This is an optimization exercise on Yosys and OpenROAD, whose aim is small area, not a production implementation. RTL that was checked went through simulation tests only; none was proved equivalent to the original. No functional check of the RTL was part of runs 1 and 2. Power figures rest on the tool's default switching activity, not on a simulated workload.

--- flow/config.mk ---
export PLATFORM = sky130hd
export DESIGN_NAME = VectorExec
export DESIGN_NICKNAME = VectorExec
export VERILOG_FILES = /design/flow/design.v
export SDC_FILE = /design/flow/constraint.sdc
export NUM_CORES = 8
export LEC_CHECK = 0
export CAP_MARGIN = 20
export CORE_MARGIN = 2
export CORE_UTILIZATION = 62
export CTS_BUF_LIST = sky130_fd_sc_hd__clkbuf_8
export CTS_CLUSTER_DIAMETER = 60
export CTS_CLUSTER_SIZE = 16
export PLACE_DENSITY = 0.72
export SLEW_MARGIN = 20
export SYNTH_HIERARCHICAL = 1
export SYNTH_MINIMUM_KEEP_SIZE = 0
--- flow/constraint.sdc ---
create_clock -name core_clock -period 45.0 [get_ports {clk}]
set_input_delay 9.0000 -clock core_clock [delete_from_list [all_inputs] [get_ports {clk}]]
set_output_delay 9.0000 -clock core_clock [all_outputs]
set_load 0.01 [all_outputs]
--- flow/design.v ---
module VE_Scalar (p, a, bb, imm, sAdd, sSub, sMov, y);
	input  logic [87:0] p;    
	input  logic [20:0] a;     
	input  logic [20:0] bb;    
	input  logic [7:0] imm;
	input  logic sAdd, sSub, sMov;
	output logic [20:0] y;
	logic h12_0; assign h12_0 = a[12] & bb[0];
	logic h12_1; assign h12_1 = a[12] & bb[1];
	logic h12_2; assign h12_2 = a[12] & bb[2];
	logic h12_3; assign h12_3 = a[12] & bb[3];
	logic h8_0; assign h8_0 = a[8] & bb[4];
	logic h8_1; assign h8_1 = a[8] & bb[5];
	logic h8_2; assign h8_2 = a[8] & bb[6];
	logic h8_3; assign h8_3 = a[8] & bb[7];
	logic h4_0; assign h4_0 = a[4] & bb[8];
	logic h4_1; assign h4_1 = a[4] & bb[9];
	logic h4_2; assign h4_2 = a[4] & bb[10];
	logic h4_3; assign h4_3 = a[4] & bb[11];
	logic h0_0; assign h0_0 = a[0] & bb[12];
	logic h0_1; assign h0_1 = a[0] & bb[13];
	logic h0_2; assign h0_2 = a[0] & bb[14];
	logic h0_3; assign h0_3 = a[0] & bb[15];
	logic h20; assign h20 = a[0] & bb[20];
	logic cb0; assign cb0 = (imm[0] & (sAdd | sMov)) | (~imm[0] & sSub);
	logic cb1; assign cb1 = (imm[1] & (sAdd | sMov)) | (~imm[1] & sSub);
	logic cb2; assign cb2 = (imm[2] & (sAdd | sMov)) | (~imm[2] & sSub);
	logic cb3; assign cb3 = (imm[3] & (sAdd | sMov)) | (~imm[3] & sSub);
	logic cb4; assign cb4 = (imm[4] & (sAdd | sMov)) | (~imm[4] & sSub);
	logic cb5; assign cb5 = (imm[5] & (sAdd | sMov)) | (~imm[5] & sSub);
	logic cb6; assign cb6 = (imm[6] & (sAdd | sMov)) | (~imm[6] & sSub);
	logic cb7; assign cb7 = (imm[7] & (sAdd | sMov)) | (~imm[7] & sSub);
	logic s0, c0; VE_FA us0 (sSub, cb0, p[0], s0, c0);
	assign y[0] = s0;
	logic s1, c1; VE_FA us1 (cb1, p[1], c0, s1, c1);
	assign y[1] = s1;
	logic s2, c2; VE_FA us2 (cb2, p[2], c1, s2, c2);
	assign y[2] = s2;
	logic s3, c3; VE_FA us3 (cb3, p[3], c2, s3, c3);
	assign y[3] = s3;
	logic s4, c4; VE_FA us4 (cb4, p[32], p[4], s4, c4);
	logic s5, c5; VE_FA us5 (p[8], s4, c3, s5, c5);
	assign y[4] = s5;
	logic s6, c6; VE_FA us6 (cb5, p[33], p[5], s6, c6);
	logic s7, c7; VE_FA us7 (p[9], c4, s6, s7, c7);
	logic s8, c9; assign s8 = c5 ^ s7; assign c9 = c5 & s7;
	assign y[5] = s8;
	logic s10, c10; VE_FA us10 (cb6, p[10], p[34], s10, c10);
	logic s11, c11; VE_FA us11 (p[6], c6, s10, s11, c11);
	logic s12, c12; VE_FA us12 (c7, s11, c9, s12, c12);
	assign y[6] = s12;
	logic s13, c13; VE_FA us13 (cb7, p[11], p[35], s13, c13);
	logic s14, c14; VE_FA us14 (p[7], c10, s13, s14, c14);
	logic s15, c15; VE_FA us15 (c11, s14, c12, s15, c15);
	assign y[7] = s15;
	logic s16, c16; VE_FA us16 (sSub, p[12], p[16], s16, c16);
	logic s17, c17; VE_FA us17 (p[36], p[40], p[56], s17, c17);
	logic s18, c18; VE_FA us18 (c13, s16, s17, s18, c18);
	logic s19, c19; VE_FA us19 (c14, s18, c15, s19, c19);
	assign y[8] = s19;
	logic s20, c20; VE_FA us20 (sSub, p[13], p[17], s20, c20);
	logic s21, c21; VE_FA us21 (p[37], p[41], p[57], s21, c21);
	logic s22, c22; VE_FA us22 (c16, c17, s20, s22, c22);
	logic s23, c23; VE_FA us23 (s21, c18, s22, s23, c23);
	logic s24, c25; assign s24 = c19 ^ s23; assign c25 = c19 & s23;
	assign y[9] = s24;
	logic s26, c26; VE_FA us26 (sSub, p[14], p[18], s26, c26);
	logic s27, c27; VE_FA us27 (p[38], p[42], p[58], s27, c27);
	logic s28, c28; VE_FA us28 (c20, c21, s26, s28, c28);
	logic s29, c29; VE_FA us29 (s27, c22, s28, s29, c29);
	logic s30, c30; VE_FA us30 (c23, s29, c25, s30, c30);
	assign y[10] = s30;
	logic s31, c31; VE_FA us31 (sSub, p[15], p[19], s31, c31);
	logic s32, c32; VE_FA us32 (p[39], p[43], p[59], s32, c32);
	logic s33, c33; VE_FA us33 (c26, c27, s31, s33, c33);
	logic s34, c34; VE_FA us34 (s32, c28, s33, s34, c34);
	logic s35, c35; VE_FA us35 (c29, s34, c30, s35, c35);
	assign y[11] = s35;
	logic s36, c36; VE_FA us36 (sSub, h0_0, h12_0, s36, c36);
	logic s37, c37; VE_FA us37 (h4_0, h8_0, s36, s37, c37);
	logic s38, c38; VE_FA us38 (s37, p[20], p[44], s38, c38);
	logic s39, c39; VE_FA us39 (p[60], c31, c32, s39, c39);
	logic s40, c40; VE_FA us40 (s38, c33, s39, s40, c40);
	logic s41, c41; VE_FA us41 (c34, s40, c35, s41, c41);
	assign y[12] = s41;
	logic s42, c42; VE_FA us42 (sSub, h0_1, h12_1, s42, c42);
	logic s43, c43; VE_FA us43 (h4_1, h8_1, c36, s43, c43);
	logic s44, c44; VE_FA us44 (s42, c37, s43, s44, c44);
	logic s45, c45; VE_FA us45 (s44, p[21], p[24], s45, c45);
	logic s46, c46; VE_FA us46 (p[45], p[48], p[61], s46, c46);
	logic s47, c47; VE_FA us47 (p[64], p[72], c38, s47, c47);
	logic s48, c48; VE_FA us48 (s45, s46, c39, s48, c48);
	logic s49, c49; VE_FA us49 (s47, c40, s48, s49, c49);
	logic s50, c51; assign s50 = c41 ^ s49; assign c51 = c41 & s49;
	assign y[13] = s50;
	logic s52, c52; VE_FA us52 (sSub, h0_2, h12_2, s52, c52);
	logic s53, c53; VE_FA us53 (h4_2, h8_2, c42, s53, c53);
	logic s54, c54; VE_FA us54 (s52, c43, s53, s54, c54);
	logic s55, c55; VE_FA us55 (c44, s54, p[22], s55, c55);
	logic s56, c56; VE_FA us56 (p[25], p[46], p[49], s56, c56);
	logic s57, c57; VE_FA us57 (p[62], p[65], p[73], s57, c57);
	logic s58, c58; VE_FA us58 (c45, c46, s55, s58, c58);
	logic s59, c59; VE_FA us59 (s56, s57, c47, s59, c59);
	logic s60, c60; VE_FA us60 (s58, c48, s59, s60, c60);
	logic s61, c61; VE_FA us61 (c49, s60, c51, s61, c61);
	assign y[14] = s61;
	logic s62, c62; VE_FA us62 (sSub, h0_3, h12_3, s62, c62);
	logic s63, c63; VE_FA us63 (h4_3, h8_3, c52, s63, c63);
	logic s64, c64; VE_FA us64 (s62, c53, s63, s64, c64);
	logic s65, c65; VE_FA us65 (c54, s64, p[23], s65, c65);
	logic s66, c66; VE_FA us66 (p[26], p[47], p[50], s66, c66);
	logic s67, c67; VE_FA us67 (p[63], p[66], p[74], s67, c67);
	logic s68, c68; VE_FA us68 (c55, c56, c57, s68, c68);
	logic s69, c69; VE_FA us69 (s65, s66, s67, s69, c69);
	logic s70, c70; VE_FA us70 (c58, s68, s69, s70, c70);
	logic s71, c71; VE_FA us71 (c59, s70, c60, s71, c71);
	logic s72, c73; assign s72 = c61 ^ s71; assign c73 = c61 & s71;
	assign y[15] = s72;
	logic s74, c74; VE_FA us74 (sSub, c62, c63, s74, c74);
	logic s75, c75; VE_FA us75 (c64, s74, p[27], s75, c75);
	logic s76, c76; VE_FA us76 (p[51], p[67], p[75], s76, c76);
	logic s77, c77; VE_FA us77 (p[80], c65, c66, s77, c77);
	logic s78, c78; VE_FA us78 (c67, s75, s76, s78, c78);
	logic s79, c79; VE_FA us79 (c68, c69, s77, s79, c79);
	logic s80, c80; VE_FA us80 (s78, c70, s79, s80, c80);
	logic s81, c81; VE_FA us81 (s80, c71, c73, s81, c81);
	assign y[16] = s81;
	logic s82, c82; VE_FA us82 (sSub, c74, p[28], s82, c82);
	logic s83, c83; VE_FA us83 (p[52], p[68], p[76], s83, c83);
	logic s84, c84; VE_FA us84 (p[81], c75, c76, s84, c84);
	logic s85, c85; VE_FA us85 (s82, s83, c77, s85, c85);
	logic s86, c86; VE_FA us86 (c78, s84, c79, s86, c86);
	logic s87, c87; VE_FA us87 (s85, c80, s86, s87, c87);
	logic s88, c89; assign s88 = c81 ^ s87; assign c89 = c81 & s87;
	assign y[17] = s88;
	logic s90, c90; VE_FA us90 (sSub, p[29], p[53], s90, c90);
	logic s91, c91; VE_FA us91 (p[69], p[77], p[82], s91, c91);
	logic s92, c92; VE_FA us92 (c82, c83, s90, s92, c92);
	logic s93, c93; VE_FA us93 (s91, c84, s92, s93, c93);
	logic s94, c94; VE_FA us94 (c85, s93, c86, s94, c94);
	logic s95, c95; VE_FA us95 (c87, s94, c89, s95, c95);
	assign y[18] = s95;
	logic s96, c96; VE_FA us96 (sSub, p[30], p[54], s96, c96);
	logic s97, c97; VE_FA us97 (p[70], p[78], p[83], s97, c97);
	logic s98, c98; VE_FA us98 (c90, c91, s96, s98, c98);
	logic s99, c99; VE_FA us99 (s97, c92, s98, s99, c99);
	logic s100, c100; VE_FA us100 (c93, s99, c94, s100, c100);
	logic s101, c102; assign s101 = c95 ^ s100; assign c102 = c95 & s100;
	assign y[19] = s101;
	logic s103, c103; VE_FA us103 (sSub, h20, p[31], s103, c103);
	logic s104, c104; VE_FA us104 (p[55], p[71], p[79], s104, c104);
	logic s105, c105; VE_FA us105 (p[84], c96, c97, s105, c105);
	logic s106, c106; VE_FA us106 (s103, s104, c98, s106, c106);
	logic s107, c107; VE_FA us107 (s105, c99, s106, s107, c107);
	logic s108, c108; VE_FA us108 (s107, c100, c102, s108, c108);
	assign y[20] = s108;
endmodule
module VE_FA (a, b, c, s, co);
	input  logic a, b, c;
	output logic s, co;
	assign s = a ^ b ^ c;
	assign co = (a & b) | (a & c) | (b & c);
endmodule
module VE_MXI (a, b, s, y);
	input  logic a, b, s;
	output logic y;
	assign y = ~(s ? b : a);
endmodule
module VE_LXP (a, e, sel, y);
	input  logic a, e, sel;
	output logic y;
	assign y = ~(a ^ (sel & e));
endmodule
module VE_LXN (a, e, sel, y);
	input  logic a, e, sel;
	output logic y;
	assign y = a ^ (sel & e);
endmodule
module VE_OUT (q, t, en, bc, y);
	input  logic q, t, en, bc;
	output logic y;
	assign y = q | (t & en) | bc;
endmodule
module VE_OUT2 (c, h, t, en, bc, y);
	input  logic c, h, t, en, bc;
	output logic y;
	assign y = (c & h) | (t & en) | bc;
endmodule
module VE_SEL (a, m, c, h, y);
	input  logic a, m, c, h;
	output logic y;
	assign y = (a & m) | (c & h);
endmodule
module VE_Lane (a, b, D, Dn, E, G1, G0, Mm1, D0, hzd, hzdn, k7, h7, mDiv, mMul, mAdd, ten, bc, y);
	input  logic [7:0] a;       
	input  logic [7:0] b;       
	input  logic [7:0] D;       
	input  logic [7:0] Dn;      
	input  logic E, G1, G0;     
	input  logic [7:0] Mm1;     
	input  logic [7:0] D0;      
	input  logic [7:0] hzd;     
	input  logic [7:0] hzdn;    
	input  logic k7;            
	input  logic h7;            
	input  logic mDiv, mMul, mAdd;
	input  logic ten;           
	input  logic [7:0] bc;      
	output logic [7:0] y;
	logic [7:0] q;
	logic [7:0] t0;
	logic [7:0] y0;
	logic [7:0] r [8:1];
	assign y0 = (b & {8{mAdd}}) | (Mm1 & {8{a[0]}}) | D0;
	assign q[7] = (a[7] & hzd[7]) | h7;
	assign r[7] = {7'd0, a[7] & ~k7};
	genvar i, j;
	for (i = 6; i >= 0; i = i - 1) begin : row
		localparam int W = 8 - i;
		localparam bit NEG = (i % 2) == 1;
		logic [W-1:0] s, yy, t;
		logic [W:0] c;
		logic xi;
		assign xi = NEG ? ~a[i] : a[i];
		assign s = {r[i+1][W-2:0], xi};
		assign c[0] = NEG ? ~mDiv : mDiv;
		for (j = 0; j < W; j = j + 1) begin : bitc
			if (i == 0) assign yy[j] = y0[j];
			else if (NEG) assign yy[j] = Dn[j];
			else assign yy[j] = D[j];
			if (j == 0 && i > 0) begin : lo
				if (NEG) assign c[1] = ~((a[i] & G1) | G0);
				else assign c[1] = (a[i] & G1) | G0;
			end else begin : fb
				VE_FA fa (s[j], yy[j], c[j], t[j], c[j+1]);
			end
		end
		logic sel;
		if (NEG) begin : qn
			assign q[i] = ~(c[W] | hzdn[i]);
			assign sel = (a[i] & mMul) | q[i];
		end else begin : qp
			assign q[i] = c[W] & hzd[i];
			if (i > 0) begin : sp
				VE_SEL us (a[i], mMul, c[W], hzd[i], sel);
			end
		end
		if (i > 0) begin : rn
			for (j = 0; j < W; j = j + 1) begin : mx
				if (j == 0 && NEG) begin : ln
					VE_LXN m (a[i], E, sel, r[i][j]);
				end else if (j == 0) begin : lp
					VE_LXP m (a[i], E, sel, r[i][j]);
				end else begin : mm
					VE_MXI m (s[j], t[j], sel, r[i][j]);
				end
			end
			if (W < 8) assign r[i][7:W] = '0;
		end else begin : r0
			assign t0 = t;
		end
	end
	for (j = 0; j < 8; j = j + 1) begin : yo
		if (j % 2 == 1 || j == 7) begin : on
			VE_OUT o (q[j], t0[j], ten, bc[j], y[j]);
		end else begin : op
			VE_OUT2 o (row[j].c[8-j], hzd[j], t0[j], ten, bc[j], y[j]);
		end
	end
endmodule
module VE_HOLD (p, q, ld, hd, d);
	input  logic p, q, ld, hd;
	output logic d;
	assign d = (p & ld) | (q & hd);
endmodule
module VectorExec(clk, rst, op, imm, r1e, r2e, r1v, r2v, res_e, res_v);
	input logic clk;
	input logic rst;
	input logic [3:0] op;
	input logic [7:0] imm;
	input logic [20:0] r1e;
	input logic [20:0] r2e;
	input logic [191:0] r1v;
	input logic [191:0] r2v;
	output logic [20:0] res_e;
	output logic [191:0] res_v;
	logic en, isS, isV, mBc, mMul, mAdd, mDiv, sMov, sAdd, sSub, sMul;
	assign en   = ~op[3];
	assign sMov = en & (op[2:0] == 3'b000);
	assign mBc  = en & (op[2:0] == 3'b001);
	assign sAdd = en & (op[2:0] == 3'b010);
	assign sSub = en & (op[2:0] == 3'b011);
	assign mMul = en & (op[2:0] == 3'b100);
	assign mAdd = en & (op[2:0] == 3'b101);
	assign mDiv = en & (op[2:0] == 3'b110);
	assign sMul = en & (op[2:0] == 3'b111);
	assign isS = sMov | sAdd | sSub | sMul;
	assign isV = mBc | mMul | mAdd | mDiv;
	logic nisS;
	assign nisS = ~isS;
	logic [7:0] D, Mm1, D0, hzd, bc, m1;
	assign m1 = r2e[7:0] - 8'd1;
	assign Mm1 = m1 & {8{mMul}};
	assign D0 = ~r2e[7:0] & {8{mDiv}};
	assign D = Mm1 | D0;
	assign bc = r2e[7:0] & {8{mBc}};
	logic h7;
	assign h7 = hzd[7] & ~r2e[0];
	genvar k;
	for (k = 0; k < 8; k = k + 1) begin : shc
		assign hzd[k] = mDiv & (r2e[20:8-k] == '0);
	end
	logic [20:0] bb;
	assign bb = {r2e[20:1] & {20{sMul}}, (r2e[0] & sMul) | sAdd | sSub};
	logic [7:0] Mm1g [0:4];
	genvar g;
	for (g = 0; g < 5; g = g + 1) begin : grp
		logic [3:0] bj;
		assign bj = bb[4*g +: 4];
		assign Mm1g[g] = isS ? {{4{bj == 4'd0}}, bj - 4'd1} : Mm1;
	end
	logic [191:0] vres;
	logic [87:0] prod;
	logic [20:0] sres;
	genvar l;
	for (l = 0; l < 24; l = l + 1) begin : lane
		if (l >= 3 && l < 14) begin : sc
			localparam int n = l - 3;
			localparam int J = (n < 4) ? 0 : (n < 7) ? 1 : (n < 9) ? 2 : (n < 10) ? 3 : 4;
			localparam int AO = (n == 1 || n == 5) ? 4 : (n == 2) ? 8 : (n == 3) ? 13 :
				(n == 6) ? 9 : (n == 8) ? 5 : (n == 9) ? 1 : 0;
			localparam int AW = (n == 3 || n == 6 || n == 8 || n == 9 || n == 10) ? 8 : 4;
			logic [7:0] la, lD;
			for (k = 0; k < 8; k = k + 1) begin : am
				if (k < AW) begin : ch
					VE_HOLD ux (r1e[AO + k], r2v[8*l + k], isS, nisS, la[k]);
				end else begin : z
					assign la[k] = r2v[8*l + k] & nisS;
				end
			end
			assign lD = Mm1g[J] | D0;
			VE_Lane u (.a(la), .b(r1v[8*l +: 8]), .D(lD), .Dn(~lD),
				.E(lD[0] ^ mDiv), .G1(lD[0] | mDiv), .G0(lD[0] & mDiv), .Mm1(Mm1g[J]), .D0(D0),
				.hzd(hzd), .hzdn(~hzd), .k7((hzd[7] & r2e[0]) | Mm1g[J][0]), .h7(h7), .bc(bc),
				.mDiv(mDiv), .mMul(mMul | isS), .mAdd(mAdd), .ten(mMul | mAdd | isS),
				.y(vres[8*l +: 8]));
			assign prod[8*n +: 8] = vres[8*l +: 8];
		end else begin : vc
			logic [7:0] lbc;
			if (l < 3) begin : se
				for (k = 0; k < 8; k = k + 1) begin : b
					if (8*l + k < 21) assign lbc[k] = bc[k] | (sres[8*l + k] & isS);
					else assign lbc[k] = bc[k];
				end
			end else begin : nse
				assign lbc = bc;
			end
			VE_Lane u (.a(r2v[8*l +: 8]), .b(r1v[8*l +: 8]), .D(D), .Dn(~D),
				.E(D[0] ^ mDiv), .G1(D[0] | mDiv), .G0(D[0] & mDiv), .Mm1(Mm1), .D0(D0),
				.hzd(hzd), .hzdn(~hzd), .k7((hzd[7] & r2e[0]) | Mm1[0]), .h7(h7), .bc(lbc),
				.mDiv(mDiv), .mMul(mMul), .mAdd(mAdd), .ten(mMul | mAdd),
				.y(vres[8*l +: 8]));
		end
	end
	VE_Scalar scal (.p(prod), .a(r1e), .bb(bb), .imm(imm), .sAdd(sAdd), .sSub(sSub),
		.sMov(sMov), .y(sres));
	logic [191:0] P;
	logic tE, tV;
	logic [20:0] Re;
	logic [191:0] Rv;
	logic ldE, hdE, ldV, hdV;
	assign ldE = ~rst & tE;
	assign hdE = ~rst & ~tE;
	assign ldV = ~rst & tV;
	assign hdV = ~rst & ~tV;
	logic [20:0] ReD;
	logic [191:0] RvD;
	genvar h;
	for (h = 0; h < 21; h = h + 1) begin : hE
		VE_HOLD u (P[h], Re[h], ldE, hdE, ReD[h]);
	end
	for (h = 0; h < 192; h = h + 1) begin : hV
		VE_HOLD u (P[h], Rv[h], ldV, hdV, RvD[h]);
	end
	always @(posedge clk) begin
		P <= vres;
		tE <= ~rst & isS;
		tV <= ~rst & isV;
		Re <= ReD;
		Rv <= RvD;
	end
	assign res_e = Re;
	assign res_v = Rv;
endmodule
--- flow/flow/run.sh ---
#!/bin/bash
# Own layout flow: the standard flow (standard.sh) step by step, with
# the port buffers made from the smallest buffer cell instead of the one
# buffer_ports picks by default.  Each step's full output goes to its own
# log file in the work folder.
set -euo pipefail
export BUFFER_PORTS_ARGS="-buffer_cell sky130_fd_sc_hd__buf_1"
bash standard.sh synth > synth.log 2>&1
bash standard.sh floorplan > floorplan.log 2>&1
bash standard.sh place > place.log 2>&1
bash standard.sh cts > cts.log 2>&1
bash standard.sh route > route.log 2>&1
bash standard.sh finish > finish.log 2>&1
--- flow/standard.sh ---
#!/bin/bash
# synth_recipe.tcl (not shown) runs the flow's synth.tcl, then flattens the netlist and writes it again
# the make line also repeats each setting of config.mk as NAME=value (left out here)
make -C /OpenROAD-flow-scripts/flow DESIGN_CONFIG=/design/flow/config.mk WORK_HOME=/design/flow/orfs CLKGATE_MAP_FILE= SYNTH_SCRIPT=/design/flow/synth_recipe.tcl "${@:-finish}"
==> results.json, run 1 <==
{
  "status": "timing/DRC/antenna clean",
  "worst_path_most_repeated_cell": "sky130_fd_sc_hd__fa_1",
  "fill_cell_total_of_the_finished_layout": 5541,
  "slew_viol_final": 0,
  "total_die_area_um2": 71600,
  "startpoint_type": "primary input",
  "reg2regPathDepth": 4,
  "worst_slew_pin_slew_ps": 1180,
  "final.hold.worst_slack_ps": 416,
  "clock_power_share_pct": 20.2,
  "crit_path_end_kind": "flop",
  "first_iter_violations": 4957,
  "hold_violations": 0,
  "r2r-end": "Rv[96]",
  "timing.critical_path.buf_inv": 4,
  "fp.dieH_um": 268,
  "portbufs": 652,
  "critPathArrivalTime_ps": 35940,
  "worstPathMaxFanout": 26,
  "worst_skew_pair.late_latency_ps": 720,
  "setup.worst_path.class": "in2reg",
  "largest_net_degree_at_the_start_of_global_routing": 100,
  "max_stage_delay_ps": 660,
  "rsz_0062_raised_after_global_routing": "false",
  "design.portCount": 653,
  "routed_via_density": 7.24,
  "design_area_um2": 48000,
  "ctsRootBufferMaster": "sky130_fd_sc_hd__clkbuf_8",
  "place_ws_ps": 9440,
  "part_of_the_cycle_the_worst_path_needs_pct": 78.6,
  "clock-skew-final_ps": 40.6,
  "postLayoutSetupSlackWorst_ps": 9640,
  "timing.fmax_mhz": 28.3,
  "antenna_found_initial": 50,
  "combinationalPowerShare_pct": 50.2,
  "number_of_buffers_added_for_setup_after_cts": 0,
  "power.density_cell_area_nw_per_um2": 29.0,
  "sink_count": 407,
  "drt-wirelength-per-cell_um": 35.0,
  "cts.htree.levels": 2,
  "headroom_to_the_max_slew_limit_pct": 21.0,
  "cts_made_buffers": 44,
  "worst_ep_required_time_ps": 45590,
  "rrSetupSlack_ps": 42510,
  "drive_gt1_share_pct": 5.74,
  "synth_nets": 4842,
  "dp.final_hpwl_um": 132000,
  "design.final.nets": 5550,
  "switchingPower_mw": 0.612,
  "reg_power_share_pct": 29.7,
  "totalWireLength_um": 185000,
  "yosysWarnings": 12,
  "power.static_leakage_nw": 19.1,
  "dpl-instance-area_um2": 46900,
  "cp_slowest_cell": "sky130_fd_sc_hd__o2bb2ai_1",
  "global_route.overflow_total": 0,
  "totalPowerFinal_mw": 1.39,
  "vdd.ir_drop.worst_v": 0.0000291,
  "hold-path-cell-count": 1,
  "grt_pass1_wl_um": 262000,
  "ctsHoldBuffers": 0,
  "floorplan.rows": 96,
  "tritoncts": "built",
  "grt_use_total_pct": 51.6,
  "fp.coreArea_um2": 68700,
  "synthCells": 3585,
  "regToRegStartpoint": "tV",
  "num_vias": 38300,
  "worst_setup_hold_path_clk_slew_ps": 110,
  "min_to": "Rv[99]",
  "first_global_vias": 38300,
  "remaining_drc_errors": 0,
  "drt-pass1-iter-count": 6,
  "finalCriticalPeriod_ps": 35360,
  "hold_start": "P[99]",
  "starting_density_of_the_core_pct": 62.7,
  "cpLargestDelayFamily": "adder cells",
  "finalSetupTns_ps": 0,
  "netlist_area_um2": 43100,
  "maxCapViolations": 0,
  "worst_hold_path_type": "reg2reg",
  "finalWeightedCongestion": 1.04,
  "chipWidth_um": 268,
  "cts-resized-gates": 0,
  "syn_to_final_growth_pct": 11.4,
  "power_switching_share_pct": 44.1,
  "bufs_on_longest_clock_path": 3,
  "syn_area_per_cell_um2": 12.0,
  "intPower_mw": 0.777,
  "finalSetupViolCount": 0,
  "antenna_violating_nets_post_route": 0
}
## placed cells by master (no fill, tap or decap), types with 7 or more instances in the layout
| cell type | instances |
|---|---|
| sky130_fd_sc_hd__buf_1 | 652 |
| sky130_fd_sc_hd__o2bb2ai_1 | 72 |
| sky130_fd_sc_hd__mux2i_1 | 504 |
| sky130_fd_sc_hd__clkinv_8 | 7 |
| sky130_fd_sc_hd__nor3_1 | 7 |
| sky130_fd_sc_hd__dfxtp_1 | 407 |
| sky130_fd_sc_hd__fa_1 | 793 |
| sky130_fd_sc_hd__nor2b_1 | 24 |
| sky130_fd_sc_hd__a221o_1 | 288 |
| sky130_fd_sc_hd__a22o_1 | 349 |
| sky130_fd_sc_hd__xnor2_1 | 76 |
| sky130_fd_sc_hd__a21o_1 | 117 |
| sky130_fd_sc_hd__a211o_1 | 97 |
| sky130_fd_sc_hd__a21oi_1 | 82 |
| sky130_fd_sc_hd__nor2_1 | 110 |
| sky130_fd_sc_hd__xor2_1 | 81 |
| sky130_fd_sc_hd__and2_1 | 55 |
| sky130_fd_sc_hd__clkbuf_8 | 46 |
| sky130_fd_sc_hd__inv_1 | 37 |
| sky130_fd_sc_hd__nand2_1 | 218 |
| sky130_fd_sc_hd__nor2_4 | 12 |
| sky130_fd_sc_hd__ha_1 | 22 |
| sky130_fd_sc_hd__diode_2 | 41 |
| sky130_fd_sc_hd__buf_4 | 114 |
| sky130_fd_sc_hd__o21ai_0 | 26 |
## metal layers
layer | up-vias | wire length (um) | share of wire (%) | GRT usage [%]
met3 | 942 | 28400 | 15 | 21.2
met4 | 36 | 17600 | 9.5 | 40.1
li1 | 15000 | - | - | -
met2 | 3237 | 76700 | 41 | 72.9
met5 | - | 231 | 0.12 | 0
met1 | 19100 | 62200 | 34 | 62.7
## worst max-delay path by stage
stage	startpoint	endpoint	cells past startpoint
after global placement	op[1]	P[20]	78
after global routing	op[1]	P[20]	78
final	op[1]	P[20]	77
after floorplan	op[1]	P[20]	79
after detailed placement	op[1]	P[20]	78
after CTS	op[1]	P[20]	78
## power by group through the flow
stage               registers [mW]  logic, mW  clock network (mW)
global route                 0.414      0.751               0.293
detailed placement           0.418      0.665                   0
CTS                          0.410      0.670               0.280
global placement             0.418      0.647                   0
finish                       0.412      0.697               0.280
floorplan                    0.411      0.497                   0
## stage by stage
step                util [%]  cells
floorplan                  -   3585
global placement        68.3   5178
detailed placement      68.3   5178
CTS                     69.7   5252
global route            69.7   5271
finish                  69.8   5293
## area by class of cell
type	count	area [um2]	area share [%]
antenna	41	103	0.214
clock buffer	46	633	1.32
clock inverter	28	323	0.673
inverter	46	179	0.373
multi-input combinational	3027	34100	71.1
sequential	407	8150	17.0
tap	931	1160	2.43
timing repair buffer	767	3320	6.93
## sequential cells by signal, summed over array words and instances, names as in the netlist
register  flops
tE            1
tV            1
Rv          192
Re           21
P           192
## worst reg2reg max path, delay by kind of cell (launching register included)
kind	cells	cell delay, ps
AO/OA/AOI/OAI	1	450
buffers and inverters	2	1380
AND/OR/NAND/NOR	1	170
flip-flops	1	390
==> run 2: changes to the inputs <==
--- a/flow/config.mk
+++ b/flow/config.mk
@@ -9,8 +9,8 @@
 export CORE_MARGIN = 2
 export CORE_UTILIZATION = 62
 export CTS_BUF_LIST = sky130_fd_sc_hd__clkbuf_8
-export CTS_CLUSTER_DIAMETER = 60
-export CTS_CLUSTER_SIZE = 16
+export CTS_CLUSTER_DIAMETER = 50
+export CTS_CLUSTER_SIZE = 12
 export PLACE_DENSITY = 0.72
 export SLEW_MARGIN = 20
 export SYNTH_HIERARCHICAL = 1
==> results.json, run 2 <==
{
  "grt_use_total_pct": 51.6,
  "layout_top_registers": "P x192, Rv x192, Re x21",
  "layout.cells.most_common": "sky130_fd_sc_hd__fa_1",
  "cts-resized-gates": 0,
  "r2r-end": "Rv[68]",
  "worst_slew_pin_slew_ps": 1210,
  "design.portCount": 653,
  "antenna_found_initial": 49,
  "drt-wirelength-per-cell_um": 34.7,
  "clock-skew-final_ps": 47.9,
  "finalSetupTns_ps": 0,
  "worst_ep_required_time_ps": 45620,
  "worst_skew_pair.late_latency_ps": 750,
  "vdd.ir_drop.worst_v": 0.0000305,
  "power.static_leakage_nw": 19.2,
  "tritoncts": "built",
  "fp.dieH_um": 268,
  "starting_density_of_the_core_pct": 62.7,
  "hold_violations": 0,
  "antenna_violating_nets_post_route": 0,
  "critPathArrivalTime_ps": 35900,
  "global_route.usage.met1_pct": 62.8,
  "finalWeightedCongestion": 1.04,
  "cp_slowest_cell": "sky130_fd_sc_hd__buf_1",
  "portbufs": 652,
  "combinationalPowerShare_pct": 48.9,
  "bufs_on_longest_clock_path": 3,
  "synthCells": 3585,
  "ctsHoldBuffers": 0,
  "worst_hold_path_type": "reg2reg",
  "slew_viol_final": 0,
  "regToRegStartpoint": "tV",
  "hold_start": "P[136]",
  "reg2regPathDepth": 4,
  "power.density_cell_area_nw_per_um2": 29.5,
  "number_of_buffers_added_for_setup_after_cts": 0,
  "top_usage_layer": "met2",
  "netlist_area_um2": 43100,
  "routed_via_density": 7.21,
  "first_global_vias": 38300,
  "seqCellArea_um2": 8150,
  "intPower_mw": 0.805,
  "grt_pass1_wl_um": 262000,
  "num_vias": 38300,
  "first_iter_violations": 4972,
  "grtUsageMet2_pct": 73.3,
  "max_stage_delay_ps": 640,
  "startpoint_type": "primary input",
  "largest_net_degree_at_the_start_of_global_routing": 100,
  "hold-path-cell-count": 1,
  "status": "timing/DRC/antenna clean",
  "headroom_to_the_max_slew_limit_pct": 19.5,
  "rrSetupSlack_ps": 42510,
  "totalWireLength_um": 185000,
  "setup.worst_path.class": "in2reg",
  "fp.coreArea_um2": 68700,
  "floorplan.rows": 96,
  "layout.cells.most_common_list": "sky130_fd_sc_hd__fa_1, sky130_fd_sc_hd__buf_1, sky130_fd_sc_hd__mux2i_1, sky130_fd_sc_hd__dfxtp_1, sky130_fd_sc_hd__a22o_1",
  "reg_power_share_pct": 28.9,
  "sink_count": 407,
  "min_to": "Rv[136]",
  "syn_to_final_growth_pct": 11.9,
  "groute.layer.met3.usage_pct": 20.4,
  "chipWidth_um": 268,
  "clock_power_share_pct": 22.2,
  "remaining_drc_errors": 0,
  "multi_input_comb_area_um2": 34100,
  "total_die_area_um2": 71600,
  "timing.fmax_mhz": 28.3,
  "cts_made_buffers": 57,
  "yosysWarnings": 12,
  "fill_cell_total_of_the_finished_layout": 5505,
  "syn_area_per_cell_um2": 12.0,
  "power_switching_share_pct": 43.4,
  "finalCriticalPeriod_ps": 35280,
  "worst_path_most_repeated_cell": "sky130_fd_sc_hd__fa_1",
  "post-route-util_pct": 70.1,
  "synth_nets": 4842,
  "worstPathMaxFanout": 26,
  "ctsRootBufferMaster": "sky130_fd_sc_hd__clkbuf_8",
  "maxCapViolations": 0,
  "switchingPower_mw": 0.617,
  "global_route.overflow_total": 0,
  "drive_gt1_share_pct": 6.17,
  "design.final.nets": 5563,
  "finalSetupViolCount": 0,
  "dp.final_hpwl_um": 132000,
  "drt-pass1-iter-count": 8,
  "rsz_0062_raised_after_global_routing": "false",
  "cts.htree.levels": 2,
  "crit_path_end_kind": "flop",
  "worst_setup_hold_path_clk_slew_ps": 80,
  "part_of_the_cycle_the_worst_path_needs_pct": 78.4
}
## run 2: power by group through the flow
stage / clock network, mW / logic (mW) / registers [mW]
final: 0.316 / 0.695 / 0.411
after global routing: 0.329 / 0.749 / 0.413
after CTS: 0.318 / 0.669 / 0.410
after detailed placement: 0 / 0.665 / 0.418
after global placement: 0 / 0.647 / 0.418
after floorplan: 0 / 0.497 / 0.411
## run 2: critical path, delay by kind of cell
kind            cells  cell delay, ps
compound gates      9            3120
xor+xnor            6             920
fa+ha+maj          48           18210
buf+inv             4            1920
simple gates       10            2690
## run 2: cell type report
type,instances,share of cell area (%)
sequential,407,16.9
inverter,46,0.371
timing repair buffer,767,6.90
tap,931,2.42
clock inverter,33,0.660
antenna,44,0.229
clock buffer,61,1.74
multi-input combinational,3027,70.8
## run 2: per-layer routing
metal,vias to the layer above,share of wire (%)
li1,15000,-
met1,19000,33
met2,3309,42
met3,1008,16
met4,20,9.7
met5,-,0.072
## run 2: worst max path at each step
stage	start	end	slack, ps	cells past startpoint
after floorplan	op[1]	P[20]	6960	79
after global placement	op[1]	P[20]	9760	78
after detailed placement	op[1]	P[20]	9440	78
after CTS	op[1]	P[20]	10150	78
after global routing	op[1]	P[20]	9000	78
final	op[1]	P[20]	9720	77
## run 2: metrics by stage
step                power, mW  cell area (um2)  hold slack [ps]  setup WS [ps]  std cells
floorplan               0.909            43100              433           6960       3585
global placement         1.07            46900              435           9760       5178
detailed placement       1.08            46900              439           9440       5178
CTS                      1.40            48100              423          10150       5272
global route             1.49            48100              445           9000       5288
finish                   1.42            48200              423           9720       5316
==> run 3: changes to the inputs <==
--- a/flow/design.v
+++ b/flow/design.v
@@ -1,5 +1,5 @@
 module VE_Scalar (p, a, bb, imm, sAdd, sSub, sMov, y);
-	input  logic [87:0] p;    
+	input  logic [79:0] p;    
 	input  logic [20:0] a;     
 	input  logic [20:0] bb;    
 	input  logic [7:0] imm;
@@ -9,18 +9,22 @@
 	logic h12_1; assign h12_1 = a[12] & bb[1];
 	logic h12_2; assign h12_2 = a[12] & bb[2];
 	logic h12_3; assign h12_3 = a[12] & bb[3];
-	logic h8_0; assign h8_0 = a[8] & bb[4];
-	logic h8_1; assign h8_1 = a[8] & bb[5];
-	logic h8_2; assign h8_2 = a[8] & bb[6];
-	logic h8_3; assign h8_3 = a[8] & bb[7];
-	logic h4_0; assign h4_0 = a[4] & bb[8];
-	logic h4_1; assign h4_1 = a[4] & bb[9];
-	logic h4_2; assign h4_2 = a[4] & bb[10];
-	logic h4_3; assign h4_3 = a[4] & bb[11];
-	logic h0_0; assign h0_0 = a[0] & bb[12];
-	logic h0_1; assign h0_1 = a[0] & bb[13];
-	logic h0_2; assign h0_2 = a[0] & bb[14];
-	logic h0_3; assign h0_3 = a[0] & bb[15];
+	logic h8_4; assign h8_4 = a[8] & bb[4];
+	logic h8_5; assign h8_5 = a[8] & bb[5];
+	logic h8_6; assign h8_6 = a[8] & bb[6];
+	logic h8_7; assign h8_7 = a[8] & bb[7];
+	logic h4_8; assign h4_8 = a[4] & bb[8];
+	logic h4_9; assign h4_9 = a[4] & bb[9];
+	logic h4_10; assign h4_10 = a[4] & bb[10];
+	logic h4_11; assign h4_11 = a[4] & bb[11];
+	logic h0_12; assign h0_12 = a[0] & bb[12];
+	logic h0_13; assign h0_13 = a[0] & bb[13];
+	logic h0_14; assign h0_14 = a[0] & bb[14];
+	logic h0_15; assign h0_15 = a[0] & bb[15];
+	logic h0_16; assign h0_16 = a[0] & bb[16];
+	logic h0_17; assign h0_17 = a[0] & bb[17];
+	logic h0_18; assign h0_18 = a[0] & bb[18];
+	logic h0_19; assign h0_19 = a[0] & bb[19];
 	logic h20; assign h20 = a[0] & bb[20];
 	logic cb0; assign cb0 = (imm[0] & (sAdd | sMov)) | (~imm[0] & sSub);
 	logic cb1; assign cb1 = (imm[1] & (sAdd | sMov)) | (~imm[1] & sSub);
@@ -76,15 +80,15 @@
 	logic s34, c34; VE_FA us34 (s32, c28, s33, s34, c34);
 	logic s35, c35; VE_FA us35 (c29, s34, c30, s35, c35);
 	assign y[11] = s35;
-	logic s36, c36; VE_FA us36 (sSub, h0_0, h12_0, s36, c36);
-	logic s37, c37; VE_FA us37 (h4_0, h8_0, s36, s37, c37);
+	logic s36, c36; VE_FA us36 (sSub, h0_12, h12_0, s36, c36);
+	logic s37, c37; VE_FA us37 (h4_8, h8_4, s36, s37, c37);
 	logic s38, c38; VE_FA us38 (s37, p[20], p[44], s38, c38);
 	logic s39, c39; VE_FA us39 (p[60], c31, c32, s39, c39);
 	logic s40, c40; VE_FA us40 (s38, c33, s39, s40, c40);
 	logic s41, c41; VE_FA us41 (c34, s40, c35, s41, c41);
 	assign y[12] = s41;
-	logic s42, c42; VE_FA us42 (sSub, h0_1, h12_1, s42, c42);
-	logic s43, c43; VE_FA us43 (h4_1, h8_1, c36, s43, c43);
+	logic s42, c42; VE_FA us42 (sSub, h0_13, h12_1, s42, c42);
+	logic s43, c43; VE_FA us43 (h4_9, h8_5, c36, s43, c43);
 	logic s44, c44; VE_FA us44 (s42, c37, s43, s44, c44);
 	logic s45, c45; VE_FA us45 (s44, p[21], p[24], s45, c45);
 	logic s46, c46; VE_FA us46 (p[45], p[48], p[61], s46, c46);
@@ -93,8 +97,8 @@
 	logic s49, c49; VE_FA us49 (s47, c40, s48, s49, c49);
 	logic s50, c51; assign s50 = c41 ^ s49; assign c51 = c41 & s49;
 	assign y[13] = s50;
-	logic s52, c52; VE_FA us52 (sSub, h0_2, h12_2, s52, c52);
-	logic s53, c53; VE_FA us53 (h4_2, h8_2, c42, s53, c53);
+	logic s52, c52; VE_FA us52 (sSub, h0_14, h12_2, s52, c52);
+	logic s53, c53; VE_FA us53 (h4_10, h8_6, c42, s53, c53);
 	logic s54, c54; VE_FA us54 (s52, c43, s53, s54, c54);
 	logic s55, c55; VE_FA us55 (c44, s54, p[22], s55, c55);
 	logic s56, c56; VE_FA us56 (p[25], p[46], p[49], s56, c56);
@@ -104,8 +108,8 @@
 	logic s60, c60; VE_FA us60 (s58, c48, s59, s60, c60);
 	logic s61, c61; VE_FA us61 (c49, s60, c51, s61, c61);
 	assign y[14] = s61;
-	logic s62, c62; VE_FA us62 (sSub, h0_3, h12_3, s62, c62);
-	logic s63, c63; VE_FA us63 (h4_3, h8_3, c52, s63, c63);
+	logic s62, c62; VE_FA us62 (sSub, h0_15, h12_3, s62, c62);
+	logic s63, c63; VE_FA us63 (h4_11, h8_7, c52, s63, c63);
 	logic s64, c64; VE_FA us64 (s62, c53, s63, s64, c64);
 	logic s65, c65; VE_FA us65 (c54, s64, p[23], s65, c65);
 	logic s66, c66; VE_FA us66 (p[26], p[47], p[50], s66, c66);
@@ -116,43 +120,43 @@
 	logic s71, c71; VE_FA us71 (c59, s70, c60, s71, c71);
 	logic s72, c73; assign s72 = c61 ^ s71; assign c73 = c61 & s71;
 	assign y[15] = s72;
-	logic s74, c74; VE_FA us74 (sSub, c62, c63, s74, c74);
-	logic s75, c75; VE_FA us75 (c64, s74, p[27], s75, c75);
-	logic s76, c76; VE_FA us76 (p[51], p[67], p[75], s76, c76);
-	logic s77, c77; VE_FA us77 (p[80], c65, c66, s77, c77);
-	logic s78, c78; VE_FA us78 (c67, s75, s76, s78, c78);
+	logic s74, c74; VE_FA us74 (sSub, h0_16, c62, s74, c74);
+	logic s75, c75; VE_FA us75 (c63, s74, c64, s75, c75);
+	logic s76, c76; VE_FA us76 (s75, p[27], p[51], s76, c76);
+	logic s77, c77; VE_FA us77 (p[67], p[75], c65, s77, c77);
+	logic s78, c78; VE_FA us78 (c66, c67, s76, s78, c78);
 	logic s79, c79; VE_FA us79 (c68, c69, s77, s79, c79);
 	logic s80, c80; VE_FA us80 (s78, c70, s79, s80, c80);
 	logic s81, c81; VE_FA us81 (s80, c71, c73, s81, c81);
 	assign y[16] = s81;
-	logic s82, c82; VE_FA us82 (sSub, c74, p[28], s82, c82);
-	logic s83, c83; VE_FA us83 (p[52], p[68], p[76], s83, c83);
-	logic s84, c84; VE_FA us84 (p[81], c75, c76, s84, c84);
-	logic s85, c85; VE_FA us85 (s82, s83, c77, s85, c85);
-	logic s86, c86; VE_FA us86 (c78, s84, c79, s86, c86);
-	logic s87, c87; VE_FA us87 (s85, c80, s86, s87, c87);
+	logic s82, c82; VE_FA us82 (sSub, h0_17, c74, s82, c82);
+	logic s83, c83; VE_FA us83 (s82, c75, p[28], s83, c83);
+	logic s84, c84; VE_FA us84 (p[52], p[68], p[76], s84, c84);
+	logic s85, c85; VE_FA us85 (c76, s83, s84, s85, c85);
+	logic s86, c86; VE_FA us86 (c77, c78, s85, s86, c86);
+	logic s87, c87; VE_FA us87 (c79, s86, c80, s87, c87);
 	logic s88, c89; assign s88 = c81 ^ s87; assign c89 = c81 & s87;
 	assign y[17] = s88;
-	logic s90, c90; VE_FA us90 (sSub, p[29], p[53], s90, c90);
-	logic s91, c91; VE_FA us91 (p[69], p[77], p[82], s91, c91);
-	logic s92, c92; VE_FA us92 (c82, c83, s90, s92, c92);
-	logic s93, c93; VE_FA us93 (s91, c84, s92, s93, c93);
-	logic s94, c94; VE_FA us94 (c85, s93, c86, s94, c94);
-	logic s95, c95; VE_FA us95 (c87, s94, c89, s95, c95);
+	logic s90, c90; VE_FA us90 (sSub, h0_18, c82, s90, c90);
+	logic s91, c91; VE_FA us91 (s90, p[29], p[53], s91, c91);
+	logic s92, c92; VE_FA us92 (p[69], p[77], c83, s92, c92);
+	logic s93, c93; VE_FA us93 (c84, s91, c85, s93, c93);
+	logic s94, c94; VE_FA us94 (s92, c86, s93, s94, c94);
+	logic s95, c95; VE_FA us95 (s94, c87, c89, s95, c95);
 	assign y[18] = s95;
-	logic s96, c96; VE_FA us96 (sSub, p[30], p[54], s96, c96);
-	logic s97, c97; VE_FA us97 (p[70], p[78], p[83], s97, c97);
-	logic s98, c98; VE_FA us98 (c90, c91, s96, s98, c98);
+	logic s96, c96; VE_FA us96 (sSub, h0_19, c90, s96, c96);
+	logic s97, c97; VE_FA us97 (s96, p[30], p[54], s97, c97);
+	logic s98, c98; VE_FA us98 (p[70], p[78], c91, s98, c98);
 	logic s99, c99; VE_FA us99 (s97, c92, s98, s99, c99);
 	logic s100, c100; VE_FA us100 (c93, s99, c94, s100, c100);
 	logic s101, c102; assign s101 = c95 ^ s100; assign c102 = c95 & s100;
 	assign y[19] = s101;
-	logic s103, c103; VE_FA us103 (sSub, h20, p[31], s103, c103);
-	logic s104, c104; VE_FA us104 (p[55], p[71], p[79], s104, c104);
-	logic s105, c105; VE_FA us105 (p[84], c96, c97, s105, c105);
-	logic s106, c106; VE_FA us106 (s103, s104, c98, s106, c106);
-	logic s107, c107; VE_FA us107 (s105, c99, s106, s107, c107);
-	logic s108, c108; VE_FA us108 (s107, c100, c102, s108, c108);
+	logic s103, c103; VE_FA us103 (sSub, h20, c96, s103, c103);
+	logic s104, c104; VE_FA us104 (s103, p[31], p[55], s104, c104);
+	logic s105, c105; VE_FA us105 (p[71], p[79], c97, s105, c105);
+	logic s106, c106; VE_FA us106 (s104, c98, s105, s106, c106);
+	logic s107, c107; VE_FA us107 (c99, s106, c100, s107, c107);
+	logic s108; assign s108 = c102 ^ s107;
 	assign y[20] = s108;
 endmodule
 module VE_FA (a, b, c, s, co);
@@ -312,24 +316,25 @@
 	end
 	logic [20:0] bb;
 	assign bb = {r2e[20:1] & {20{sMul}}, (r2e[0] & sMul) | sAdd | sSub};
-	logic [7:0] Mm1g [0:4];
+	logic [7:0] Mm1g [0:3];
 	genvar g;
-	for (g = 0; g < 5; g = g + 1) begin : grp
+	for (g = 0; g < 3; g = g + 1) begin : grp
 		logic [3:0] bj;
 		assign bj = bb[4*g +: 4];
 		assign Mm1g[g] = isS ? {{4{bj == 4'd0}}, bj - 4'd1} : Mm1;
 	end
+	assign Mm1g[3] = isS ? bb[12 +: 8] - 8'd1 : Mm1;
 	logic [191:0] vres;
-	logic [87:0] prod;
+	logic [79:0] prod;
 	logic [20:0] sres;
 	genvar l;
 	for (l = 0; l < 24; l = l + 1) begin : lane
-		if (l >= 3 && l < 14) begin : sc
+		if (l >= 3 && l < 13) begin : sc
 			localparam int n = l - 3;
-			localparam int J = (n < 4) ? 0 : (n < 7) ? 1 : (n < 9) ? 2 : (n < 10) ? 3 : 4;
+			localparam int J = (n < 4) ? 0 : (n < 7) ? 1 : (n < 9) ? 2 : 3;
 			localparam int AO = (n == 1 || n == 5) ? 4 : (n == 2) ? 8 : (n == 3) ? 13 :
 				(n == 6) ? 9 : (n == 8) ? 5 : (n == 9) ? 1 : 0;
-			localparam int AW = (n == 3 || n == 6 || n == 8 || n == 9 || n == 10) ? 8 : 4;
+			localparam int AW = (n == 3 || n == 6 || n == 8 || n == 9) ? 8 : 4;
 			logic [7:0] la, lD;
 			for (k = 0; k < 8; k = k + 1) begin : am
 				if (k < AW) begin : ch
--- a/flow/config.mk
+++ b/flow/config.mk
@@ -7,11 +7,11 @@
 export LEC_CHECK = 0
 export CAP_MARGIN = 20
 export CORE_MARGIN = 2
-export CORE_UTILIZATION = 62
+export CORE_UTILIZATION = 56
 export CTS_BUF_LIST = sky130_fd_sc_hd__clkbuf_8
-export CTS_CLUSTER_DIAMETER = 50
-export CTS_CLUSTER_SIZE = 12
-export PLACE_DENSITY = 0.72
+export CTS_CLUSTER_DIAMETER = 60
+export CTS_CLUSTER_SIZE = 16
+export PLACE_DENSITY = 0.66
 export SLEW_MARGIN = 20
 export SYNTH_HIERARCHICAL = 1
 export SYNTH_MINIMUM_KEEP_SIZE = 0
==> results.json, run 3 <==
{
  "setup.worst_path.class": "in2reg",
  "first_iter_violations": 4431,
  "postLayoutSetupSlackWorst_ps": 10180,
  "netlist_area_um2": 43000,
  "fp.dieH_um": 281,
  "vdd.ir_drop.worst_v": 0.0000307,
  "headroom_to_the_max_slew_limit_pct": 22.3,
  "worst_setup_hold_path_clk_slew_ps": 90,
  "routed_via_density": 6.96,
  "starting_density_of_the_core_pct": 56.6,
  "critPathArrivalTime_ps": 35420,
  "totalWireLength_um": 188000,
  "portbufs": 652,
  "maxCapViolations": 0,
  "wl_met3_um": 25100,
  "drt-met1-wl_um": 64800,
  "dp.final_hpwl_um": 135000,
  "clock-skew-final_ps": 30.9,
  "largest_net_degree_at_the_start_of_global_routing": 107,
  "design.final.nets": 5535,
  "timing.fmax_mhz": 28.7,
  "finalSetupTns_ps": 0,
  "worst_ep_required_time_ps": 45600,
  "grt_use_total_pct": 47.5,
  "syn_to_final_growth_pct": 11.8,
  "design.portCount": 653,
  "global_route.overflow_total": 0,
  "drt-wirelength-per-cell_um": 34.9,
  "finalCriticalPeriod_ps": 34820,
  "startpoint_type": "primary input",
  "power.density_cell_area_nw_per_um2": 29.8,
  "worst_hold_path_type": "reg2reg",
  "worst_path_most_repeated_cell": "sky130_fd_sc_hd__fa_1",
  "worst_skew_pair.late_latency_ps": 720,
  "finalWeightedCongestion": 1.02,
  "cp_slowest_cell": "sky130_fd_sc_hd__clkinv_2",
  "worstPathMaxFanout": 61,
  "highest_layer": "met5",
  "antenna_found_initial": 40,
  "drt-pass1-iter-count": 6,
  "grt_pass1_wl_um": 266000,
  "yosysWarnings": 12,
  "ctsHoldBuffers": 0,
  "number_of_buffers_added_for_setup_after_cts": 0,
  "synthCells": 3568,
  "synth_nets": 4821,
  "cts_made_buffers": 46,
  "remaining_drc_errors": 0,
  "hold_violations": 0,
  "slew_viol_final": 0,
  "cts-resized-gates": 0,
  "bufs_on_longest_clock_path": 3,
  "max_stage_delay_ps": 840,
  "part_of_the_cycle_the_worst_path_needs_pct": 77.4,
  "total_die_area_um2": 79100,
  "cts.htree.levels": 2,
  "first_global_vias": 38000,
  "worst_slew_pin_slew_ps": 1160,
  "rsz_0062_raised_after_global_routing": "false",
  "fp.coreArea_um2": 76100,
  "antenna_violating_nets_post_route": 0,
  "ctsRootBufferMaster": "sky130_fd_sc_hd__clkbuf_8",
  "layout.cells.most_common": "sky130_fd_sc_hd__fa_1",
  "layout.cells.most_common_list": "sky130_fd_sc_hd__fa_1, sky130_fd_sc_hd__buf_1, sky130_fd_sc_hd__mux2i_1, sky130_fd_sc_hd__dfxtp_1, sky130_fd_sc_hd__a22o_1",
  "place_ws_ps": 9900,
  "floorplan.rows": 101,
  "status": "timing/DRC/antenna clean",
  "dr_wl_met2_um": 79300,
  "drive_gt1_share_pct": 6.19,
  "syn_area_per_cell_um2": 12.1,
  "num_vias": 37500,
  "tritoncts": "built",
  "sink_count": 407,
  "crit_path_end_kind": "flop",
  "layout_top_registers": "P x192, Rv x192, Re x21",
  "finalSetupViolCount": 0,
  "fill_cell_total_of_the_finished_layout": 6475,
  "power.static_leakage_nw": 19.0,
  "chipWidth_um": 281
}
run 3: cell count changes in the layout (fill, tap and decap cells not counted), sizes merged, moves of 7 or more:
cell    previous run  this run
a22o             349       341
nor3              10        17
nand3              6        13
diode             44        35
nand2            220       202
clkbuf            61        51
run 3: layout make-up:
type,count,area (um2),share of cell area [%]
diodes,35,87.6,0.182
well taps,1030,1290,2.68
clock buffers,51,702,1.46
clock inverters,29,319,0.663
multi-input cells,3016,34100,70.8
inverters,46,179,0.372
repair buffers,765,3320,6.89
flip-flops and latches,407,8150,16.9
run 3: report_power, final:
part	leakage (nW)	switching [mW]	internal, mW
sequential	3.32	0.0217	0.395
clock	0.513	0.175	0.116
combinational	15.2	0.432	0.293
total	19.0	0.629	0.804
run 3: stage by stage:
stage / util [%] / cells / hold slack (ps) / cell area [um2] / total power [mW]
after global placement: 61.8 / 5263 / 434 / 47000 / 1.11
after detailed placement: 61.8 / 5263 / 439 / 47000 / 1.13
after floorplan: - / 3568 / 433 / 43000 / 0.963
final: 63.3 / 5379 / 444 / 48100 / 1.43
after CTS: 63.1 / 5343 / 446 / 48000 / 1.42
after global routing: 63.2 / 5369 / 448 / 48100 / 1.52
run 3: critical path, delay by kind of cell:
family | cells | cell delay, ps
AOI/OAI and AO/OA | 9 | 3110
xor gates and xnor gates | 7 | 1000
adders and majority gates | 48 | 18230
buffers and inverters | 4 | 2510
and+or+nand+nor | 10 | 1460
run 3: path summary, 6_finish.rpt:
check	slack, ps	cells past startpoint	end	startpoint
setup reg to reg	42650	4	Rv[52]	tV
hold / removal	440	1	Rv[153]	P[153]
hold reg to reg	440	1	Rv[153]	P[153]
setup / recovery	10180	78	P[20]	op[0]
run 3: routing by layer:
layer / track usage (%) / vias to the layer above
met5: 0.313 / -
met4: 38.5 / 20
met3: 15.2 / 860
met2: 68.0 / 2836
met1: 58.9 / 18800
li1: - / 14900
==> run 4: changes to the inputs <==
--- a/flow/config.mk
+++ b/flow/config.mk
@@ -7,11 +7,12 @@
 export LEC_CHECK = 0
 export CAP_MARGIN = 20
 export CORE_MARGIN = 2
-export CORE_UTILIZATION = 56
+export CORE_UTILIZATION = 62
 export CTS_BUF_LIST = sky130_fd_sc_hd__clkbuf_8
 export CTS_CLUSTER_DIAMETER = 60
 export CTS_CLUSTER_SIZE = 16
-export PLACE_DENSITY = 0.66
+export GPL_TIMING_DRIVEN = 0
+export PLACE_DENSITY = 0.72
 export SLEW_MARGIN = 20
 export SYNTH_HIERARCHICAL = 1
 export SYNTH_MINIMUM_KEEP_SIZE = 0
==> results.json, run 4 <==
{
  "dp.final_hpwl_um": 137000,
  "chipWidth_um": 267,
  "worst_setup_hold_path_clk_slew_ps": 100,
  "totalWireLength_um": 185000,
  "finalWeightedCongestion": 1.00,
  "timing.critical_path.buf_inv": 6,
  "part_of_the_cycle_the_worst_path_needs_pct": 78.4,
  "syn_area_per_cell_um2": 12.1,
  "remaining_drc_errors": 0,
  "num_vias": 38500,
  "maxCapViolations": 0,
  "drt-wirelength-per-cell_um": 34.2,
  "first_global_vias": 38700,
  "rrSetupSlack_ps": 43330,
  "headroom_to_the_max_slew_limit_pct": 9.52,
  "worst_slew_pin_slew_ps": 1360,
  "regToRegStartpoint": "tV",
  "synthCells": 3568,
  "layout.cells.most_common": "sky130_fd_sc_hd__fa_1",
  "status": "timing/DRC/antenna clean",
  "total_die_area_um2": 71500,
  "worst_ep_required_time_ps": 45550,
  "worst_skew_pair.late_latency_ps": 710,
  "netlist_area_um2": 43000,
  "reg2regPathDepth": 5,
  "totalPowerFinal_mw": 1.56,
  "timing.fmax_mhz": 28.4,
  "routed_via_density": 7.14,
  "finalSetupViolCount": 0,
  "bufs_on_longest_clock_path": 3,
  "layout_top_registers": "P x192, Rv x192, Re x21",
  "fill_cell_total_of_the_finished_layout": 5065,
  "finalCriticalPeriod_ps": 35260,
  "fp.coreArea_um2": 68700,
  "yosysWarnings": 12,
  "cp_slowest_cell": "sky130_fd_sc_hd__inv_1",
  "power.static_leakage_nw": 19.8,
  "syn_to_final_growth_pct": 15.9,
  "first_iter_violations": 4866,
  "largest_net_degree_at_the_start_of_global_routing": 66,
  "slew_viol_final": 0,
  "path_depth": 80,
  "drt-pass1-iter-count": 9,
  "global_route.overflow_total": 0,
  "grt_use_total_pct": 51.8,
  "cts-resized-gates": 0,
  "clock-skew-final_ps": 49.8,
  "critical_path.endpoint": "P[19]",
  "cts_made_buffers": 43,
  "power.density_cell_area_nw_per_um2": 31.2,
  "worst_hold_path_type": "reg2reg",
  "hold_violations": 0,
  "layout.cells.most_common_list": "sky130_fd_sc_hd__fa_1, sky130_fd_sc_hd__buf_1, sky130_fd_sc_hd__mux2i_1, sky130_fd_sc_hd__dfxtp_1, sky130_fd_sc_hd__a22o_1",
  "critPathArrivalTime_ps": 35810,
  "startpoint_type": "primary input",
  "hold-path-cell-count": 1,
  "sink_count": 407,
  "starting_density_of_the_core_pct": 62.6,
  "design.final.nets": 5629,
  "floorplan.rows": 96,
  "synth_nets": 4821,
  "max_stage_delay_ps": 790,
  "rsz_0062_raised_after_global_routing": "false",
  "r2r-end": "Rv[169]",
  "ctsHoldBuffers": 0,
  "worst_path_most_repeated_cell": "sky130_fd_sc_hd__fa_1",
  "vdd.ir_drop.worst_v": 0.0000388,
  "antenna_violating_nets_post_route": 0,
  "drive_gt1_share_pct": 8.13,
  "grt_pass1_wl_um": 263000,
  "antenna_found_initial": 51,
  "tritoncts": "built",
  "worstPathMaxFanout": 24,
  "cts.htree.levels": 2,
  "number_of_buffers_added_for_setup_after_cts": 0,
  "finalSetupTns_ps": 0,
  "setup.worst_path.class": "in2reg",
  "crit_start": "op[3]",
  "portbufs": 648,
  "cpLargestDelayFamily": "adder cells",
  "ctsRootBufferMaster": "sky130_fd_sc_hd__clkbuf_8",
  "fp.dieH_um": 267,
  "crit_path_end_kind": "flop",
  "design.portCount": 653
}
## run 4: how the worst min path moves through the flow
| stage | slack (ps) | to | start |
|---|---|---|---|
| 6_report | 450 | Rv[61] | P[61] |
| 5_1_grt | 450 | Rv[61] | P[61] |
| 4_1_cts | 440 | Rv[61] | P[61] |
| 3_5_place_dp | 440 | Rv[147] | P[147] |
| 3_3_place_gp | 430 | Rv[136] | P[136] |
| 2_1_floorplan | 430 | Rv[100] | P[100] |
## run 4: worst register-to-register path, delay by kind of cell, from the launching register on
kind / cells / cell delay, ps
buffers and inverters: 3 / 650
and+or+nand+nor: 1 / 400
DFF: 1 / 390
AOI/OAI and AO/OA: 1 / 170
## run 4: power breakdown
group          switching, mW  total [mW]  internal [mW]  leakage, nW
clock                  0.163       0.280          0.117        0.491
combinational          0.485       0.861          0.376         16.0
sequential            0.0201       0.415          0.395         3.32
## run 4: final cells by class
cell class	count	area, um2	area share, %
antenna	56	140	0.281
buffer	99	867	1.74
clock buffer	47	647	1.30
clock inverter	24	320	0.642
inverter	46	198	0.396
multi-input combinational	3016	34200	68.5
sequential	407	8150	16.3
tap	931	1160	2.33
timing repair buffer	763	4250	8.53
## run 4: layer usage
| layer | vias up | track usage, % | part of all wire, % |
|---|---|---|---|
| li1 | 15200 | - | - |
| met1 | 19000 | 62.8 | 34 |
| met2 | 3287 | 71.1 | 41 |
| met3 | 997 | 22.8 | 15 |
| met4 | 24 | 41.8 | 9.8 |
| met5 | - | 1.32 | 0.15 |
## run 4: through the flow
step / worst slack [ps] / cell area, um2 / instances / util [%] / hold WS, ps
6_report: 9740 / 49900 / 5389 / 72.6 / 446
5_1_grt: 9110 / 49800 / 5363 / 72.5 / 450
4_1_cts: 10170 / 49800 / 5333 / 72.4 / 442
3_5_place_dp: 9490 / 48800 / 5262 / 71.0 / 440
3_3_place_gp: 5070 / 46600 / 5147 / 67.9 / 435
2_1_floorplan: 9940 / 43000 / 3568 / - / 433
==> run 5: changes to the inputs <==
--- a/flow/config.mk
+++ b/flow/config.mk
@@ -11,7 +11,6 @@
 export CTS_BUF_LIST = sky130_fd_sc_hd__clkbuf_8
 export CTS_CLUSTER_DIAMETER = 60
 export CTS_CLUSTER_SIZE = 16
-export GPL_TIMING_DRIVEN = 0
 export PLACE_DENSITY = 0.72
 export SLEW_MARGIN = 20
 export SYNTH_HIERARCHICAL = 1
==> results.json, run 5 <==
{
  "finalWeightedCongestion": 1.06,
  "num_vias": 38000,
  "remaining_drc_errors": 0,
  "finalSetupViolCount": 0,
  "timing.critical_path.buf_inv": 1,
  "worst_hold_path_type": "reg2reg",
  "fp.dieH_um": 267,
  "syn_to_final_growth_pct": 11.3,
  "grt_pass1_wl_um": 262000,
  "global_route.overflow_total": 0,
  "layout.cells.most_common": "sky130_fd_sc_hd__fa_1",
  "synthCells": 3568,
  "timing.fmax_mhz": 29.6,
  "first_iter_violations": 4768,
  "number_of_buffers_added_for_setup_after_cts": 0,
  "drt-wirelength-per-cell_um": 34.9,
  "ctsHoldBuffers": 0,
  "power.density_cell_area_nw_per_um2": 30.3,
  "first_global_vias": 38200,
  "worstPathMaxFanout": 17,
  "post-route-util_pct": 69.7,
  "worst_path_most_repeated_cell": "sky130_fd_sc_hd__fa_1",
  "headroom_to_the_max_slew_limit_pct": 13.7,
  "total_die_area_um2": 71500,
  "cts.htree.levels": 2,
  "sink_count": 407,
  "power.static_leakage_nw": 18.9,
  "rsz_0062_raised_after_global_routing": "false",
  "cts_made_buffers": 44,
  "startpoint_type": "primary input",
  "yosysWarnings": 12,
  "worst_slew_pin_slew_ps": 1290,
  "status": "timing/DRC/antenna clean",
  "critPathArrivalTime_ps": 34360,
  "setup.worst_path.class": "in2reg",
  "vdd.ir_drop.worst_v": 0.0000311,
  "worst_skew_pair.late_latency_ps": 730,
  "drive_gt1_share_pct": 5.84,
  "routed_via_density": 7.22,
  "floorplan.rows": 96,
  "fp.coreArea_um2": 68700,
  "antenna_violating_nets_post_route": 0,
  "portbufs": 652,
  "totalPowerFinal_mw": 1.45,
  "clock-skew-final_ps": 38.3,
  "finalSetupTns_ps": 0,
  "worst_setup_hold_path_clk_slew_ps": 110,
  "netlist_area_um2": 43000,
  "cpLargestDelayFamily": "adder cells",
  "design.final.nets": 5525,
  "chipWidth_um": 267,
  "design.portCount": 653,
  "postLayoutSetupSlackWorst_ps": 11250,
  "maxCapViolations": 0,
  "syn_area_per_cell_um2": 12.1,
  "bufs_on_longest_clock_path": 3,
  "finalCriticalPeriod_ps": 33750,
  "starting_density_of_the_core_pct": 62.6,
  "grt_use_total_pct": 51.8,
  "layout.cells.most_common_list": "sky130_fd_sc_hd__fa_1, sky130_fd_sc_hd__buf_1, sky130_fd_sc_hd__mux2i_1, sky130_fd_sc_hd__dfxtp_1, sky130_fd_sc_hd__a22o_1",
  "dp.final_hpwl_um": 132000,
  "drt-pass1-iter-count": 10,
  "slew_viol_final": 0,
  "ctsRootBufferMaster": "sky130_fd_sc_hd__clkbuf_8",
  "crit_path_end_kind": "flop",
  "fill_cell_total_of_the_finished_layout": 5439,
  "final.hold.worst_slack_ps": 456,
  "layout_top_registers": "P x192, Rv x192, Re x21",
  "tritoncts": "built",
  "antenna_found_initial": 37,
  "cts-resized-gates": 0,
  "synth_nets": 4821,
  "cp_slowest_cell": "sky130_fd_sc_hd__nand4bb_4",
  "worst_ep_required_time_ps": 45620,
  "hold_violations": 0,
  "part_of_the_cycle_the_worst_path_needs_pct": 75.0,
  "largest_net_degree_at_the_start_of_global_routing": 165,
  "max_stage_delay_ps": 700,
  "place_ws_ps": 10850,
  "totalWireLength_um": 184000
}
run 5: changes by cell type in the layout (fill, tap and decap cells not counted), moves of 4 or more:
cell	delta
sky130_fd_sc_hd__buf_16	-30
sky130_fd_sc_hd__inv_6	+6
sky130_fd_sc_hd__buf_2	-32
sky130_fd_sc_hd__buf_4	+46
sky130_fd_sc_hd__buf_12	-26
sky130_fd_sc_hd__diode_2	-18
sky130_fd_sc_hd__clkbuf_1	-8
sky130_fd_sc_hd__inv_4	-7
sky130_fd_sc_hd__buf_6	-57
sky130_fd_sc_hd__buf_1	+4
run 5: final timing paths:
| path | start | to | slack (ps) | cells past startpoint |
|---|---|---|---|---|
| setup reg to reg | tV | Rv[19] | 42510 | 3 |
| setup / recovery | op[0] | P[20] | 11250 | 76 |
| hold reg to reg | P[190] | Rv[190] | 460 | 1 |
| hold / removal | P[190] | Rv[190] | 460 | 1 |
run 5: where the power goes:
group / total, mW / leakage, nW / switching (mW) / internal [mW]
logic: 0.752 / 15.1 / 0.450 / 0.301
clock network: 0.282 / 0.475 / 0.172 / 0.111
registers: 0.417 / 3.32 / 0.0217 / 0.395
total: 1.45 / 18.9 / 0.644 / 0.807
run 5: routing by layer:
layer | share of wire [%] | vias to the layer above | GRT usage, %
li1 | - | 14900 | -
met1 | 34 | 18900 | 62.9
met2 | 42 | 3243 | 72.4
met3 | 15 | 950 | 20.9
met4 | 9.6 | 20 | 42.1
met5 | 0.068 | - | 0.624
run 5: stage by stage:
stage,instance area (um2),instances
2_1_floorplan,43000,3568
3_3_place_gp,46900,5157
3_5_place_dp,46900,5157
4_1_cts,47800,5230
5_1_grt,47900,5252
6_report,47900,5268
run 5: final cells by class:
class                           instances  area (um2)  share of cell area (%)
Multi-Input combinational cell       3016       34100                    71.2
Sequential cell                       407        8150                    17.0
Antenna cell                           38        95.1                   0.199
Clock buffer                           46         633                    1.32
Timing Repair Buffer                  757        3270                    6.83
Clock inverter                         27         315                   0.658
Inverter                               46         179                   0.374
Tap cell                              931        1160                    2.43
run 5: worst reg2reg max path: stages (launching register included):
cell and delay, ps:
sky130_fd_sc_hd__dfxtp_1 400, sky130_fd_sc_hd__nor2b_4 780, sky130_fd_sc_hd__buf_12 470, sky130_fd_sc_hd__a22o_1 770

==> port drivers added, routing unchanged <==
In the flow no input, the clock included, has a driving cell. The finished layouts below were timed again as built, in two steps.
Step 1: set_driving_cell puts a clkbuf_16 on clk and a buf_2 on each other input, an assumption about the parent block.
Step 2, shift: input delay + t, output delay - t, t = (earliest + latest rising clock arrival at the registers) / 2. This alone moves slack from input paths to output paths.
Three values: no drivers, after step 1, after step 2; two values: the first two.
run | t, ns | slack for setup (ns) | latest minus earliest clock arrival (ns)
run 1 | 0.764 | 9.644 / 9.573 / 8.809 | 0.064 / 0.064
run 2 | 0.798 | 9.716 / 9.641 / 8.843 | 0.053 / 0.053
run 3 | 0.778 | 10.185 / 10.148 / 9.369 | 0.041 / 0.041
run 4 | 0.750 | 9.740 / 9.771 / 9.021 | 0.074 / 0.074
run 5 | 0.779 | 11.251 / 11.234 / 10.455 | 0.043 / 0.044
After both steps setup and hold are still met in every run listed. For run 2, which loses most, drivers alone change the setup slack by -0.075 ns; drivers and shift together by -0.873 ns.
